From an optimization exercise on the open Yosys and OpenROAD flow, aimed at small area and a short achievable clock period; shortcuts taken in it are not production practice.
Only simulation tests tie the RTL to the original design; equivalence was not proved.
No driver is modelled on the clock port, so clock power and skew are understated where the tree is cut down; a real chip needs a root buffer or a tree.
Power figures rest on the tool's default switching activity, not on a simulated workload.

Setup of nickel:
## alu_top
module alu_top (
    input             clk,
    input      [3:0]  control,
    input             CI,
    input      [31:0] DATA_A,
    input      [31:0] DATA_B,
    output reg [31:0] OUT,
    output reg        CO,
    output reg        OVF,
    output reg        N,
    output reg        Z
);
reg  [3:0]  control_q;
reg         CI_q;
reg  [31:0] A_q, B_q;
wire [31:0] out_w;
wire        co_w, ovf_w, n_w, z_w;
always @(posedge clk) begin
    control_q <= control;
    CI_q      <= CI;
    A_q       <= DATA_A;
    B_q       <= DATA_B;
end
ALU #(.WIDTH(32)) alu (
    .control(control_q), .CI(CI_q), .DATA_A(A_q), .DATA_B(B_q),
    .OUT(out_w), .CO(co_w), .OVF(ovf_w), .N(n_w), .Z(z_w)
);
always @(posedge clk) begin
    OUT <= out_w;
    CO  <= co_w;
    OVF <= ovf_w;
    N   <= n_w;
    Z   <= z_w;
end
endmodule
==> flow/config.mk <==
export PLATFORM = sky130hd
export DESIGN_NAME = alu_top
export DESIGN_NICKNAME = alu_top
export VERILOG_FILES = /design/flow/design.v
export SDC_FILE = /design/flow/constraint.sdc
export NUM_CORES = 4
export LEC_CHECK = 0
export ABC_AREA = 1
export CAP_MARGIN = 20
export CORE_MARGIN = 2
export CORE_UTILIZATION = 72
export PLACE_DENSITY = 0.8
export SLEW_MARGIN = 20
==> flow/constraint.sdc <==
create_clock -name core_clock -period 10.0 [get_ports {clk}]
set_input_delay 2.0000 -clock core_clock [delete_from_list [all_inputs] [get_ports {clk}]]
set_output_delay 2.0000 -clock core_clock [all_outputs]
set_load 0.01 [all_outputs]
standard.sh (not shown) runs the stock make flow with config.mk's settings and CLKGATE_MAP_FILE= SYNTH_SCRIPT=/design/flow/synth_recipe.tcl, a recipe that flattens the netlist after the stock synthesis.
==> flow/flow/run.sh <==
#!/bin/bash
# ORFS layout through the standard.sh, with these changes:
# - the ports get small fast buffers (buf_1);
# - the clock tree is one level of four clkbuf_16 (flow/cts_manual.tcl);
# - timing repair aims below the clock period (SETUP_SLACK_MARGIN); the design is still
#   built and signed off at the design's period;
# - if flow/abc.script exists, synthesis maps the logic with it instead of ORFS's ABC
#   script (flow/synth.tcl is synth_recipe.tcl with that one change; registers are as in
#   the standard synthesis).
set -euo pipefail
here=$(pwd)
export MY_ABC_SCRIPT=$here/flow/abc.script
bash standard.sh \
  "SYNTH_SCRIPT=$here/flow/synth.tcl" \
  "ADDER_MAP_FILE=" \
  "BUFFER_PORTS_ARGS=-buffer_cell sky130_fd_sc_hd__buf_1" \
  "PRE_CTS_TCL=$here/flow/cts_manual.tcl" \
  "SETUP_SLACK_MARGIN=7.25" \
  finish > make_finish.log 2>&1
==> flow/flow/abc.script <==
strash; dch -f; map -D 2200 -B 0.9; topo; stime -c; buffer -c; upsize -c -D 2200; dnsize -c -D 2200
Other scripts of this flow, unchanged in this note and not shown: flow/flow/cts_manual.tcl, flow/flow/synth.tcl
Looking at the reports, nickel completed the entire flow and the layout it produced met the timing, design-rule and antenna checks.
## Diff of input files: xenon against nickel
-- flow/flow/run.sh --
<<< nickel, line 16
  "BUFFER_PORTS_ARGS=-buffer_cell sky130_fd_sc_hd__buf_1" \
  "PRE_CTS_TCL=$here/flow/cts_manual.tcl" \
  "SETUP_SLACK_MARGIN=7.25" \
  finish > make_finish.log 2>&1
>>> xenon, line 16
  "BUFFER_PORTS_ARGS=-buffer_cell sky130_fd_sc_hd__buf_1" \
  "PRE_CTS_TCL=$here/flow/cts_manual.tcl" \
  "SETUP_SLACK_MARGIN=7.3" \
  finish > make_finish.log 2>&1
-- flow/config.mk --
<<< nickel, line 9
export CAP_MARGIN = 20
export CORE_MARGIN = 2
export CORE_UTILIZATION = 72
export PLACE_DENSITY = 0.8
export SLEW_MARGIN = 20
>>> xenon, line 9
export CAP_MARGIN = 20
export CORE_MARGIN = 2
export CORE_UTILIZATION = 80
export PLACE_DENSITY = 0.85
export SLEW_MARGIN = 20
==> run notes <==
Higher placed cell count was reported by nickel, not xenon. nickel → xenon: post-cts gate resize count has increased; pre-CTS worst setup slack saw an increase; number of cells produced by synthesis shows no meaningful change. xenon ended with more initial core utilization than nickel. Across both runs, die width was lower for xenon than for nickel. Site row count: nickel and xenon compared, lower one is xenon. nickel completed every stage of the flow, and the final layout passed the timing, design-rule and antenna checks. FAIL xenon @ 5_1_grt: tool exited with error. Lower post-CTS repair timing setup buffer count goes to xenon over nickel.
Setup changes, xenon to violet
==> flow/flow/abc.script <==
strash; dch -f; map -D 3000 -B 0.9; topo; stime -c; buffer -c; upsize -c -D 3000; dnsize -c -D 3000
-- flow/config.mk --
<<< xenon, line 9
export CAP_MARGIN = 20
export CORE_MARGIN = 2
export CORE_UTILIZATION = 80
export PLACE_DENSITY = 0.85
export SLEW_MARGIN = 20
>>> violet, line 9
export CAP_MARGIN = 20
export CORE_MARGIN = 2
export CORE_UTILIZATION = 72
export PLACE_DENSITY = 0.8
export SLEW_MARGIN = 20
violet: no failed stages, no open violations at the end
xenon did not finish; a tool error ended it in 5_1_grt.
violet against xenon; detailed placer's ending HPWL is down by a little under 10%.
Diff xenon -> violet | row count | increase of 6.7%
Diff xenon -> violet: synthesized area moved down, post-placement cell count +about 0.9%, simple-gate portion of the synthesized area flat, number of different library cells in the post-synthesis netlist lower.
> inputs changed (violet -> cedar)
==> flow/flow/abc.script <==
strash; dch -f; map -D 2200 -B 0.9; topo; stime -c; buffer -c; upsize -c -D 2200; dnsize -c -D 2200
==> run notes <==
Maximum vdd ir drop: cedar < violet
Against violet, die area in cedar came out worse.
Going from violet to cedar, first-pass detailed-route iteration total now sits lower, amount of wire on met3 after detailed routing now sits higher, met1 routing resource usage after global routing now sits lower.
Per the comparison of cedar with violet, finished layout cell area lost about 4%, wire length lost about 5.5%, netlist area before placement picked up an extra 26 sq um.
Startpoint of the worst setup timing path = OUT[10]: cedar; startpoint of the worst setup timing path = OUT[6]: violet
In nickel, violet and cedar the design's own scripts or RTL, not TritonCTS, make the clock network.

========
== run 1 ==
Starting RTL as in the previous note.
export LEC_CHECK = 0
export ABC_AREA = 1
export CAP_MARGIN = 20
export CORE_MARGIN = 2
export CORE_UTILIZATION = 80
export PLACE_DENSITY = 0.85
export SLEW_MARGIN = 20
create_clock -name core_clock -period 10.0 [get_ports {clk}]
==> flow/flow/run.sh <==
#!/bin/bash
# ORFS layout through the standard.sh, with these changes:
# - the ports get small fast buffers (buf_1);
# - the clock tree is one level of four clkbuf_16 (flow/cts_manual.tcl);
# - timing repair aims below the clock period (SETUP_SLACK_MARGIN); the design is still
#   built and signed off at the design's period;
# - if flow/abc.script exists, synthesis maps the logic with it instead of ORFS's ABC
#   script (flow/synth.tcl is synth_recipe.tcl with that one change; registers are as in
#   the standard synthesis).
set -euo pipefail
here=$(pwd)
export MY_ABC_SCRIPT=$here/flow/abc.script
bash standard.sh \
  "SYNTH_SCRIPT=$here/flow/synth.tcl" \
  "ADDER_MAP_FILE=" \
  "BUFFER_PORTS_ARGS=-buffer_cell sky130_fd_sc_hd__buf_1" \
  "PRE_CTS_TCL=$here/flow/cts_manual.tcl" \
  "SETUP_SLACK_MARGIN=7.3" \
  finish > make_finish.log 2>&1
==> flow/flow/abc.script <==
strash; dch -f; map -D 3000 -B 0.9; topo; stime -c; buffer -c; upsize -c -D 3000; dnsize -c -D 3000
Other scripts of this flow, unchanged in this note and not shown: flow/flow/cts_manual.tcl, flow/flow/synth.tcl
The log for run 1 ends in 5_1_grt with error GRT-0232, so the run never completed.
Input changes introduced in run 2 (baseline for comparison: run 1):
==> flow/flow/abc.script <==
strash; dch -f; map -D 2200 -B 0.9; topo; stime -c; buffer -c; upsize -c -D 2200; dnsize -c -D 2200
-- flow/config.mk --
<<< run 1, line 10
export CORE_MARGIN = 2
export CORE_UTILIZATION = 80
export PLACE_DENSITY = 0.85
export SLEW_MARGIN = 20
>>> run 2, line 10
export CORE_MARGIN = 2
export CORE_UTILIZATION = 40
export SLEW_MARGIN = 20
Run 1 and run 2: one clean run, run 2; the rest did not finish clean.
Reported for run 1 and run 2, number of instances in the synthesized netlist turned out identical to the last digit.
Placed instance count (higher): run 2
Compared with run 1, in run 2 area after synthesis now larger; post-place instance area now larger; compound-gate portion of the synthesized area comparable; multiplexer share of the synthesized area comparable.
What run 3 does differently from run 2 at the input level:
==> flow/flow/abc.script <==
strash; dch -f; map -D 3000 -B 0.9; topo; stime -c; buffer -c; upsize -c -D 3000; dnsize -c -D 3000
-- flow/config.mk --
<<< run 2, line 10
export CORE_MARGIN = 2
export CORE_UTILIZATION = 40
export SLEW_MARGIN = 20
>>> run 3, line 10
export CORE_MARGIN = 2
export CORE_UTILIZATION = 65
export PLACE_DENSITY = 0.75
export SLEW_MARGIN = 20
[summary]
- Run 3 gives less post-layout instance count excluding filler cells than run 2 did.
- Row unique cell type count in the Yosys netlist: run 3 lower / run 2 higher
- In run 3 the sequential area share after synthesis turned out 0.17 points higher than in run 2.
- Relative to run 2, post-cts sizing count has increased by 2 in run 3.
- The higher tapcell count of run 3 and run 2 is in run 2.
### run 3 -> run 4
==> flow/flow/abc.script <==
strash; &get -n; &dch -f; &nf -D 2200; &put; topo; stime -c; buffer -c; upsize -c -D 2200; dnsize -c -D 2200
-- flow/config.mk --
<<< run 3, line 10
export CORE_MARGIN = 2
export CORE_UTILIZATION = 65
export PLACE_DENSITY = 0.75
export SLEW_MARGIN = 20
>>> run 4, line 10
export CORE_MARGIN = 2
export CORE_UTILIZATION = 72
export PLACE_DENSITY = 0.8
export SLEW_MARGIN = 20
[summary]
- Run 4 vs. run 3: sequential share of layout area decreased by 1.5 points relative to the old numbers; setup slack decreased by 0.62 ns relative to the old numbers; post-synthesis cell count decreased by 296 relative to the old numbers; part of the power in combinational logic increased by 7.6 points relative to the old numbers; growth of design area from synthesis to finish increased by 11 points relative to the old numbers.
- Number of buffers and inverters on the critical path ended up 5 higher on run 4 than on run 3.
- Diff run 3 -> run 4 | clock period minus worst slack | increase of 0.62 ns
- The lower worst hold margin of run 3 and run 4 is in run 3.
- In the tables for run 3 and run 4, post-route non-filler standard cell count reads higher with run 3.
- Of run 3 and run 4, the lower sequential power belongs to run 3.
- Run 4 against run 3; placed cell count is down by more than a quarter.
The clock cells of run 2, run 3 and run 4 come from the design's own scripts or RTL, not from TritonCTS.

## what the ideal ports hide
In the flow no input, the clock included, has a driving cell. The finished layouts below were timed again as built, in two steps. Step 1 assumes that a clkbuf_16 drives the clock port and a buf_2 every other input. Step 2, shift: input delay + t, output delay - t, t = (earliest + latest rising clock arrival at the registers) / 2. This alone moves slack from input paths to output paths. Slacks: ideal ports / drivers / drivers and shift; pairs: ideal ports / drivers.
run | t, ns | setup WS [ns] | hold WS [ns] | slew at the worst register clock pin (ns)
nickel | 0.236 | 7.320 / 7.238 / 7.391 | 0.622 / 0.622 / 0.622 | 0.10 / 0.10
violet | 0.242 | 7.328 / 7.243 / 7.373 | 0.646 / 0.646 / 0.646 | 0.10 / 0.10
cedar | 0.240 | 7.330 / 7.245 / 7.415 | 0.620 / 0.620 / 0.620 | 0.10 / 0.10
run 2 | 0.250 | 7.320 / 7.228 / 7.411 | 0.642 / 0.642 / 0.642 | 0.10 / 0.10
run 3 | 0.243 | 7.329 / 7.245 / 7.381 | 0.647 / 0.647 / 0.647 | 0.10 / 0.10
run 4 | 0.252 | 6.707 / 6.707 / 6.707 | 0.694 / 0.694 / 0.694 | 0.10 / 0.10
After both steps every run listed still meets setup and hold.
